This design comes from an exercise in tuning for small area and a short achievable clock period on the open sky130 flow, not from production work.
Where RTL was checked, it was by simulation tests only, not by an equivalence proof against the original.

==> 02-09: inputs <==
// mlt_cplx
module mlt_cplx(in1, in2, op, clock);
input  [47:0] in1, in2;
input         clock;
output [47:0] op;
wire [23:0] ar = in1[47:24], ai = in1[23:0];
wire [23:0] br = in2[47:24], bi = in2[23:0];
wire [4:0] lz_ar, lz_ai, lz_br, lz_bi, tz_ar, tz_ai, tz_br, tz_bi;
wire [2:0] c_ar, c_ai, c_br, c_bi;
fp_opinfo o_ar (.x(ar), .lz(lz_ar), .tz(tz_ar), .c(c_ar));
fp_opinfo o_ai (.x(ai), .lz(lz_ai), .tz(tz_ai), .c(c_ai));
fp_opinfo o_br (.x(br), .lz(lz_br), .tz(tz_br), .c(c_br));
fp_opinfo o_bi (.x(bi), .lz(lz_bi), .tz(tz_bi), .c(c_bi));
wire [23:0] rr, ii, ri, ir;
fp_mulr m1 (.a(ar), .la(lz_ar), .ta(tz_ar), .ca(c_ar), .b(br), .lb(lz_br), .tb(tz_br), .cb(c_br), .z(rr));
fp_mulr m2 (.a(ai), .la(lz_ai), .ta(tz_ai), .ca(c_ai), .b(bi), .lb(lz_bi), .tb(tz_bi), .cb(c_bi), .z(ii));
fp_mulr m3 (.a(ar), .la(lz_ar), .ta(tz_ar), .ca(c_ar), .b(bi), .lb(lz_bi), .tb(tz_bi), .cb(c_bi), .z(ri));
fp_mulr m4 (.a(ai), .la(lz_ai), .ta(tz_ai), .ca(c_ai), .b(br), .lb(lz_br), .tb(tz_br), .cb(c_br), .z(ir));
reg [23:0] p_rr, p_ii, p_ri, p_ir;
always @(posedge clock) begin
   p_rr <= rr;
   p_ii <= ii;
   p_ri <= ri;
   p_ir <= ir;
end
fp_add #(1) a_re (.a(p_rr), .b(p_ii), .z(op[47:24]));
fp_add #(0) a_im (.a(p_ri), .b(p_ir), .z(op[23:0]));
endmodule
==> module fp_add, before the edit <==
module fp_add(a, b, z);
parameter SUB = 0;
input  [23:0] a, b;
output reg [23:0] z;
wire        sa = a[23];
wire        sb = b[23] ^ SUB;
wire [5:0]  ea = a[22:17], eb = b[22:17];
wire [16:0] fa = a[16:0],  fb = b[16:0];
wire ha = |ea, hb = |eb;
wire a_max = &ea, b_max = &eb;
wire a_f0 = ~|fa, b_f0 = ~|fb;
wire a_nan = a_max & ~a_f0, b_nan = b_max & ~b_f0;
wire a_inf = a_max & a_f0,  b_inf = b_max & b_f0;
wire [5:0]  ea1 = {ea[5:1], ea[0] | ~ha};
wire [5:0]  eb1 = {eb[5:1], eb[0] | ~hb};
wire [6:0]  dab  = {1'b0, ea1} - {1'b0, eb1};
wire [5:0]  dba  = eb1 - ea1;
wire        swap = dab[6];
wire [5:0]  d    = swap ? dba : dab[5:0];
wire        sx   = swap ? sb : sa;
wire        sy   = swap ? sa : sb;
wire [5:0]  ex1  = swap ? eb1 : ea1;
wire [17:0] mx   = swap ? {hb, fb} : {ha, fa};
wire [17:0] my   = swap ? {ha, fa} : {hb, fb};
wire        eff_sub = sa ^ sb;
reg [20:0] v;
reg        st;
always @(*) begin
   v  = {my, 3'b000};
   st = 1'b0;
   if (d[5]) begin st = |v;            v = 21'd0;              end
   if (d[4]) begin st = st | |v[15:0]; v = {16'd0, v[20:16]}; end
   if (d[3]) begin st = st | |v[7:0];  v = {8'd0, v[20:8]};   end
   if (d[2]) begin st = st | |v[3:0];  v = {4'd0, v[20:4]};   end
   if (d[1]) begin st = st | |v[1:0];  v = {2'd0, v[20:2]};   end
   if (d[0]) begin st = st | v[0];     v = {1'd0, v[20:1]};   end
end
wire [20:0] ax = {mx, 3'b000};
wire [20:0] ay = {v[20:1], v[0] | st} ^ {21{eff_sub}};
wire [20:0] g0 = ax & ay, p0 = ax ^ ay;
reg  [20:0] gg, pp;    
integer i, k;
always @(*) begin
   gg = g0; pp = p0;
   for (k = 1; k < 21; k = k * 2)
      for (i = 20; i >= 0; i = i - 1)
         if (i & k) begin
            gg[i] = gg[i] | (pp[i] & gg[(i & ~(k - 1)) - 1]);
            pp[i] = pp[i] & pp[(i & ~(k - 1)) - 1];
         end
end
wire [21:0] s0 = {gg[20], p0 ^ {gg[19:0], 1'b0}};
wire [21:0] s1 = {gg[20] | pp[20], p0 ^ {gg[19:0] | pp[19:0], 1'b1}};
wire        neg = eff_sub & ~gg[20];
wire [21:0] sum = ~eff_sub ? s0 : (neg ? {1'b0, ~s0[20:0]} : {1'b0, s1[20:0]});
wire        sr  = neg ? sy : sx;
wire [21:0] mark = (ex1 > 6'd21) ? 22'd0 : (22'h200000 >> ex1);
wire [21:0] sm   = sum | mark;
reg  [4:0]  lz;
always @(*) begin
   lz = 5'd0;
   for (k = 0; k < 22; k = k + 1)
      if (sm[k]) lz = 21 - k;
end
wire [21:0] nrm = sum << lz;
wire [6:0]  en  = {1'b0, ex1} + 7'd1 - {2'b00, lz};
wire [5:0]  ee  = nrm[21] ? en[5:0] : 6'd0;
wire        g   = nrm[3];
wire        s   = |nrm[2:0];
wire        rup = g & (s | nrm[4]);
wire [22:0] mag = {ee, nrm[20:4]} + {22'd0, rup};
always @(*) begin
   if (a_nan || b_nan || (a_inf && b_inf && eff_sub))
      z = 24'h7e0001;
   else if (a_inf)
      z = {sa, 6'h3f, 17'd0};
   else if (b_inf)
      z = {sb, 6'h3f, 17'd0};
   else if (sum == 22'd0)
      z = {sa & sb, 23'd0};
   else if ((nrm[21] && (en[6] || (&en[5:0]))) || (&mag[22:17]))
      z = {sr, 6'h3f, 17'd0};
   else
      z = {sr, mag};
end
endmodule
Settings: LEC_CHECK=0, CAP_MARGIN=20, CORE_MARGIN=2, CORE_UTILIZATION=40, PLACE_DENSITY=0.75, SLEW_MARGIN=20, SYNTH_HIERARCHICAL=1; clock period 35.0 ns.
standard.sh (not shown) runs the stock make flow with config.mk's settings and CLKGATE_MAP_FILE= SYNTH_SCRIPT=/design/flow/synth_recipe.tcl, a recipe that flattens the netlist after the stock synthesis.
==> flow/flow/run.sh <==
#!/bin/bash
# Layout flow for this design.
#  1. Synthesis: the standard flow's own synthesis script (ORFS synth.tcl, hierarchical
#     as set in config.mk), changed so that only the full adders of the
#     multiplier arrays (module fa_cell) are mapped to adder cells; the rest
#     of the logic, except the multiplier arrays (module mul18), is
#     flattened just before ABC, which maps it with flow/abc.script.
#     Yosys's early "abc -fast" pass is skipped so that the adders stay as
#     written.  Registers are untouched, so they keep
#     the names and cell types of the standard synthesis.
#  2. Floorplan to finish: the standard steps (standard.sh).
# Each tool's output goes to a log file of its own in this folder.
set -o pipefail
W=$(pwd)
S=$FLOW_HOME/scripts

# synthesis script
sed -e "s|^source \$::env(SCRIPTS_DIR)/synth_preamble.tcl\$|&\nset abc_args [list -script $W/flow/abc.script {*}\$lib_args {*}\$lib_dont_use_args -constr \$::env(OBJECTS_DIR)/abc.constr]|" \
    -e "s|^\(  *\)extract_fa {\*}\[dont_use_extract_fa_args\]\$|\1extract_fa {*}[dont_use_extract_fa_args] fa_cell|" \
    -e "s|^\(  *\)log_cmd abc {\*}\$abc_args\$|\1setattr -mod -unset keep_hierarchy\n\1setattr -mod -set keep_hierarchy 1 mul18\n\1flatten\n\1hierarchy -top \$::env(DESIGN_NAME)\n\1opt_clean -purge\n&|" \
    $S/synth.tcl > my_synth.tcl
sed -e "s|yosys synth -nofsm -noshare|yosys synth -nofsm -noshare -noabc|" \
    -e "s|^source \$::env(SCRIPTS_DIR)/synth.tcl\$|source $W/my_synth.tcl|" \
    synth_recipe.tcl > my_synth_recipe.tcl
diff $S/synth.tcl my_synth.tcl > my_synth.diff
diff synth_recipe.tcl my_synth_recipe.tcl > my_synth_recipe.diff

# the standard make command, for the synthesis target with the script above
MK=$(grep '^make ' standard.sh | sed -e "s|SYNTH_SCRIPT=[^ ]*|SYNTH_SCRIPT=$W/my_synth_recipe.tcl|" -e 's|"\${@:-finish}"|synth|')
eval "$MK" > synth.log 2>&1 || exit 1

# floorplan to finish: port buffers of plain buffers, and the timing repair
# aiming for extra setup slack (the clock and constraints are unchanged)
export BUFFER_PORTS_ARGS="-buffer_cell sky130_fd_sc_hd__buf_4"
export SETUP_SLACK_MARGIN=$(cat flow/margin.txt)
bash standard.sh > standard.log 2>&1
==> flow/flow/abc.script <==
strash
dch
map -B 0.9
topo
stime -c
buffer -c
upsize -c
dnsize -c
==> flow/flow/margin.txt <==
19.5
==> inputs of 01-04, as changes to 02-09 <==
--- a/flow/design.v
+++ b/flow/design.v
@@ -25,2 +25,3 @@
 wire        eff_sub = sa ^ sb;
+wire        near = eff_sub & (d[5:1] == 5'd0);
 reg [20:0] v;
@@ -38,30 +39,30 @@
 wire [20:0] ax = {mx, 3'b000};
-wire [20:0] ay = {v[20:1], v[0] | st} ^ {21{eff_sub}};
-wire [20:0] g0 = ax & ay, p0 = ax ^ ay;
-reg  [20:0] gg, pp;    
-integer i, k;
-always @(*) begin
-   gg = g0; pp = p0;
-   for (k = 1; k < 21; k = k * 2)
-      for (i = 20; i >= 0; i = i - 1)
-         if (i & k) begin
-            gg[i] = gg[i] | (pp[i] & gg[(i & ~(k - 1)) - 1]);
-            pp[i] = pp[i] & pp[(i & ~(k - 1)) - 1];
-         end
-end
-wire [21:0] s0 = {gg[20], p0 ^ {gg[19:0], 1'b0}};
-wire [21:0] s1 = {gg[20] | pp[20], p0 ^ {gg[19:0] | pp[19:0], 1'b1}};
-wire        neg = eff_sub & ~gg[20];
-wire [21:0] sum = ~eff_sub ? s0 : (neg ? {1'b0, ~s0[20:0]} : {1'b0, s1[20:0]});
-wire        sr  = neg ? sy : sx;
+wire [20:0] ay = {v[20:1], v[0] | st};
+wire [21:0] sf = {1'b0, ax} + {eff_sub, ay ^ {21{eff_sub}}} + {21'd0, eff_sub};
+wire        f1 = ~sf[21] & (sf[20] | ~|ex1[5:1]);
+wire        f2 = ~sf[21] & ~sf[20] & |ex1[5:1];
+wire [21:0] nf = f2 ? {sf[19:0], 2'b00} : (f1 ? {sf[20:0], 1'b0} : sf);
+wire [1:0]  shf = {f2, f1};
+wire [18:0] an = {mx, 1'b0};
+wire [18:0] bn = d[0] ? {1'b0, my} : {my, 1'b0};
+wire [19:0] dp = {1'b0, an} - {1'b0, bn};
+wire [18:0] dq = bn - an;
+wire        negn = dp[19];
+wire [18:0] dn = negn ? dq : dp[18:0];
+wire [21:0] sn = {1'b0, dn, 2'b00};
 wire [21:0] mark = (ex1 > 6'd21) ? 22'd0 : (22'h200000 >> ex1);
-wire [21:0] sm   = sum | mark;
-reg  [4:0]  lz;
+wire [21:0] sm   = sn | mark;
+reg  [4:0]  lzn;
+integer k;
 always @(*) begin
-   lz = 5'd0;
+   lzn = 5'd0;
    for (k = 0; k < 22; k = k + 1)
-      if (sm[k]) lz = 21 - k;
+      if (sm[k]) lzn = 21 - k;
 end
-wire [21:0] nrm = sum << lz;
-wire [6:0]  en  = {1'b0, ex1} + 7'd1 - {2'b00, lz};
+wire [21:0] nn = sn << lzn;
+wire [21:0] nrm = near ? nn : nf;
+wire [4:0]  sh  = near ? lzn : {3'd0, shf};
+wire [6:0]  en  = {1'b0, ex1} + 7'd1 - {2'b00, sh};
+wire        sr  = (near & negn) ? sy : sx;
+wire        zr  = near ? (dn == 19'd0) : (sf == 22'd0);
 wire [5:0]  ee  = nrm[21] ? en[5:0] : 6'd0;
@@ -78,3 +79,3 @@
       z = {sb, 6'h3f, 17'd0};
-   else if (sum == 22'd0)
+   else if (zr)
       z = {sa & sb, 23'd0};
--- a/flow/config.mk
+++ b/flow/config.mk
@@ -10,3 +10,2 @@
 export CORE_UTILIZATION = 40
-export PLACE_DENSITY = 0.75
 export SLEW_MARGIN = 20
==> summary.txt <==
Post-layout minimum cycle time: 02-09 15060 ps; 01-04 14960 ps
Post-synthesis instance area: 02-09 71600 sq um; 01-04 79300 sq um
Startpoint of the worst hold path: 02-09 in1[47]; 01-04 in1[23]
Cell Rows: 02-09 155; 01-04 163
Critical Path Source: 02-09 in2[18]; 01-04 p_ii[19]$_DFF_P_
WHS: 02-09 7150 ps; 01-04 6970 ps
Buffers outside the clock class: 02-09 261; 01-04 217
Library cell contributing the largest single delay on the critical path: 02-09 fa_1; 01-04 nor2_1
Die H: 02-09 427 um; 01-04 449 um
Post-layout worst setup margin: 02-09 19940 ps; 01-04 20040 ps
Post-route design area: 02-09 75900 sq um; 01-04 82100 sq um
Critical path endpoint: 02-09 p_ii[22]$_DFF_P_; 01-04 op[24]
Run status: 02-09 finished clean; 01-04 finished clean
No functional check of the RTL was part of 01-04.

==> re-timing with driven ports <==
No port has a modelled driver above. Below, the same layouts with a new extraction and two added sets of constraints.
Step 1 assumes that a clkbuf_16 drives the clock port and a buf_2 every other input.
Step 2, shift: input delay + t, output delay - t, t = (earliest + latest rising clock arrival at the registers) / 2. This alone moves slack from input paths to output paths.
Slacks: ideal ports / drivers / drivers and shift; pairs: ideal ports / drivers.
run | shift t [ns] | setup slack, ns | hold WS [ns] | slew at the worst register clock pin (ns)
02-09 | 0.422 | 19.939 / 19.918 / 19.543 | 7.155 / 7.118 / 7.540 | 0.07 / 0.07
01-04 | 0.418 | 20.036 / 19.981 / 19.586 | 6.974 / 6.943 / 7.361 | 0.08 / 0.08
After both steps every run listed still meets setup and hold. For 01-04, which loses most, drivers alone change the setup slack by -0.055 ns; drivers and shift together by -0.450 ns.
